This is an optimization exercise on Yosys and OpenROAD, whose aim is small area, a short achievable clock period and few clock cycles, not a production implementation.
RTL that was checked went through simulation tests only; none was proved equivalent to the original.
Power is estimated from default activity; no workload was simulated.

// CPU_top
module CPU_top (
  input  wire                     clk,
  input  wire                     reset,            
  input  wire [32-1:0]       if_bus_rd_data,
  input  wire                     if_bus_rdy,
  input  wire                     if_bus_grnt,
  output wire                     if_bus_req,
  output wire [30-1:0]  if_bus_addr,
  output wire                     if_bus_as,
  input  wire [32-1:0]       mem_bus_rd_data,
  input  wire                     mem_bus_rdy,
  input  wire                     mem_bus_grnt,
  output wire                     mem_bus_req,
  output wire [30-1:0]  mem_bus_addr,
  output wire                     mem_bus_as,
  output wire                     mem_bus_rw,
  output wire [32-1:0]       mem_bus_wr_data
);
Size in the first run: roughly 1200 flip-flops, roughly 170 I/O pins, roughly 52000 sq um of cells after synthesis.
Settings: LEC_CHECK=0, ABC_CLOCK_PERIOD_IN_PS=4500, CAP_MARGIN=20, CORE_MARGIN=2, CORE_UTILIZATION=60, PLACE_DENSITY=0.7, SETUP_SLACK_MARGIN=5, SLEW_MARGIN=20; clock period 10.0 ns.
run.sh (not shown) runs the stock make flow with config.mk's settings and CLKGATE_MAP_FILE= SYNTH_SCRIPT=/design/flow/synth_recipe.tcl, a recipe that flattens the netlist after the stock synthesis.
The first run ran to the end with violations: capacitance limit, slew limit.
Change:
- ABC_CLOCK_PERIOD_IN_PS: 4500 -> not set
- CORE_UTILIZATION: 60 -> 40
- PLACE_DENSITY: 0.7 -> 0.6
Effect:
- This time the run completed with no timing, DRC or antenna violations
- cell count increases by 12%
- wire length increases by 4.0%
- cell area increases by 1.3%
- total power increases by 1.6%
- register-to-register slack is worse by 50 ps
No functional check of the RTL was part of any run of this note.

* * *

Setup of job 101:
Another version of the RTL of CPU_top (not shown whole).
==> flow/design.v (excerpt) <==
module CPU_top (
  input  wire                     clk,
  input  wire                     reset,            
  input  wire [32-1:0]       if_bus_rd_data,
  input  wire                     if_bus_rdy,
  input  wire                     if_bus_grnt,
  output wire                     if_bus_req,
  output wire [30-1:0]  if_bus_addr,
  output wire                     if_bus_as,
  input  wire [32-1:0]       mem_bus_rd_data,
  input  wire                     mem_bus_rdy,
  input  wire                     mem_bus_grnt,
  output wire                     mem_bus_req,
  output wire [30-1:0]  mem_bus_addr,
  output wire                     mem_bus_as,
  output wire                     mem_bus_rw,
  output wire [32-1:0]       mem_bus_wr_data
);
  localparam PH_IDLE = 2'd0, PH_A = 2'd1, PH_B = 2'd2, PH_C = 2'd3;
  reg  [1:0]  ph;
  reg         if_req_r;    
  reg         fok;         
  reg         issued;      
  reg         nxt_v;       
  reg  [29:0] fpc;         
  reg  [31:0] ir;
  reg  [31:0] opA, opB;
  reg  [29:0] maddr;       
  reg  [4:0]  dst_q;
  reg         rw_q;
  reg         mreq, mpend, mok;
  reg         fok_nb, mok_nb;  
  reg         use_pc;      
  reg         sub;         
  reg         arith;       
  reg         rd_q;        
  wire [5:0]  op     = ir[31:26];
  wire [15:0] imm    = ir[15:0];
  wire [31:0] imm_s  = {{16{imm[15]}}, imm};
  wire [31:0] imm_u  = {16'b0, imm};
  wire is_alu  = (op[5:4] == 2'b00);
  wire is_br   = (op[5:2] == 4'b0100);
  wire is_call = (op == 6'h15);
  wire is_jc   = (op[5:1] == 5'b01010);                  
  wire is_ctl  = is_br | is_jc;
  wire is_st   = (op == 6'h17);
  wire is_mem  = (op[5:1] == 5'b01011);
  wire rtype   = is_alu & (~op[0] | (op[3:0] == 4'hb));
  wire imm_sx  = is_mem | is_alu & (op[3:1] == 3'b011 || op[3:1] == 3'b100);   
  wire [2:0] func = op[3:1];
  wire is_shl  = is_alu & (func == 3'd7);
  wire [31:0] imm_ext = is_br ? {imm_s[29:0], 2'b00} :
                        is_jc ? 32'b0 :
                        imm_sx ? imm_s : imm_u;
  wire [31:0] rf_rd;
  wire        ld_wb  = mem_bus_rdy & ~rw_q;                
  wire        c_act  = (ph == PH_C) & ~nxt_v;               
  wire        we_c   = c_act & (is_alu | is_call) & (~is_ctl | issued);
  wire [31:0] alu_out;
  ...
export LEC_CHECK = 0
export CAP_MARGIN = 20
export CORE_MARGIN = 2
export CORE_UTILIZATION = 45
export CTS_BUF_LIST = sky130_fd_sc_hd__clkbuf_16
export CTS_CLUSTER_DIAMETER = 100
export CTS_CLUSTER_SIZE = 24
export PLACE_DENSITY = 0.65
export SETUP_SLACK_MARGIN = 5
export SLEW_MARGIN = 20
export SYNTH_HIERARCHICAL = 1
export SYNTH_MINIMUM_KEEP_SIZE = 0
create_clock -name core_clock -period 10.0 [get_ports {clk}]
standard.sh (not shown) runs the stock make flow with config.mk's settings and CLKGATE_MAP_FILE= SYNTH_SCRIPT=/design/flow/synth_recipe.tcl, a recipe that flattens the netlist after the stock synthesis.
==> flow/flow/run.sh <==
#!/bin/bash
# The standard layout (the standard.sh), with a tighter setup repair target and
# small buffers on the ports.  Each step's full output is in orfs/logs; make's output
# goes to flow.log here.
set -euo pipefail
bash standard.sh SETUP_SLACK_MARGIN=5.7 \
  "BUFFER_PORTS_ARGS=-buffer_cell sky130_fd_sc_hd__buf_1" finish > flow.log 2>&1
Testbench counts of job 101, summed over its fixed seeds: cycles 50,315.
Modified inputs, job 102 compared to job 101
Settings: CTS_CLUSTER_DIAMETER: 100 -> 70; PLACE_DENSITY: 0.65 -> 0.6; CORE_UTILIZATION: 45 -> 40; CTS_CLUSTER_SIZE: 24 -> 28.
Results
Job 102 vs job 101 — multi-input logic area dropped slightly. Area of the core sits higher in job 102 than in job 101. Job 102 ended up with a higher global-route wire length before repair than job 101 did. Against job 101, power in job 102 rose by a few percent. As far as cell area after technology mapping goes, job 102 and job 101 are indistinguishable; the numbers are identical. Fmax | job 102 vs job 101 | job 102 slower. Capturing element of the worst setup path: mem_bus_as -> job 102, if_bus_as -> job 101. Job 102 ends up with lower clock latency reported for the late side of the worst-skew pair than job 101 does. Data arrival time of the worst path ends up lower on job 101.
#### Input delta (job 103 over job 102)
Settings: CTS_CLUSTER_DIAMETER: 70 -> 100; CORE_UTILIZATION: 40 -> 50; CTS_CLUSTER_SIZE: 28 -> 24; PLACE_DENSITY: 0.6 -> 0.7.
[summary]
On final standard cell count with taps included and fillers excluded: between job 102 and job 103, it ends up lower for job 103.
Number of global-route vias before repair (job 103 over job 102): decrease, 263
Diff job 102 -> job 103: wire length went down; worst setup slack after placement decreased 25 ps; clock insertion delay at the later pin of the skew report held steady.
Re power spent charging and discharging nets: job 103 is 520 uW down on job 102.
Changes observed in job 103 relative to job 102: proportion of cell area occupied by registers increased 1.4 points, proportion of power drawn by the clock network dropped 5.1 points.
Inputs modified between job 103 and job 104:
Settings: changing CORE_UTILIZATION from 50 to 40; changing PLACE_DENSITY from 0.7 to 0.5.
--- outcome ---
Going from job 103 to job 104, register fraction of the total cell area decreased by 0.66 points relative to the old numbers, post-route core utilization decreased by 11 points relative to the old numbers, relative area change from synthesis to final layout increased by 1.5 points relative to the old numbers, combinational power increased by about 2% relative to the old numbers, minimum clock period closely matched the old numbers.
Summary of job 104 over job 103: floorplan die area went up by about 25%, routability congestion estimate from global placement shows a reduction of 0.038.
Job 104 vs job 103: count of cells along the worst register-to-register path down
Power (lower): job 103

==> static timing again, ports no longer ideal <==
How much do the figures lean on ideal ports? The routed layouts below were timed once more, with nothing changed but the port constraints. Step 1 assumes that a clkbuf_16 drives the clock port and a buf_2 every other input. Step 2, shift: input delay + t, output delay - t, t = (earliest + latest rising clock arrival at the registers) / 2. This alone moves slack from input paths to output paths. Slacks: no drivers / after step 1 / after step 2; pairs: no drivers / after step 1.
run | t, ns | slack for setup (ns) | worst data-port slew with drivers (ns)
the first run of note 1 | 0.791 | 5.077 / 5.030 / 4.316 | 0.13
the second run of note 1 | 0.826 | 5.030 / 4.994 / 4.299 | 0.10
job 101 | 0.794 | 5.667 / 5.619 / 5.028 | 0.12
job 102 | 0.765 | 5.653 / 5.627 / 5.200 | 0.13
job 103 | 0.768 | 5.681 / 5.633 / 5.264 | 0.11
job 104 | 0.806 | 5.681 / 5.632 / 5.067 | 0.13
The setup slack of the first run of note 1, which loses most, moves by -0.047 ns with the drivers and by -0.761 ns with both steps.
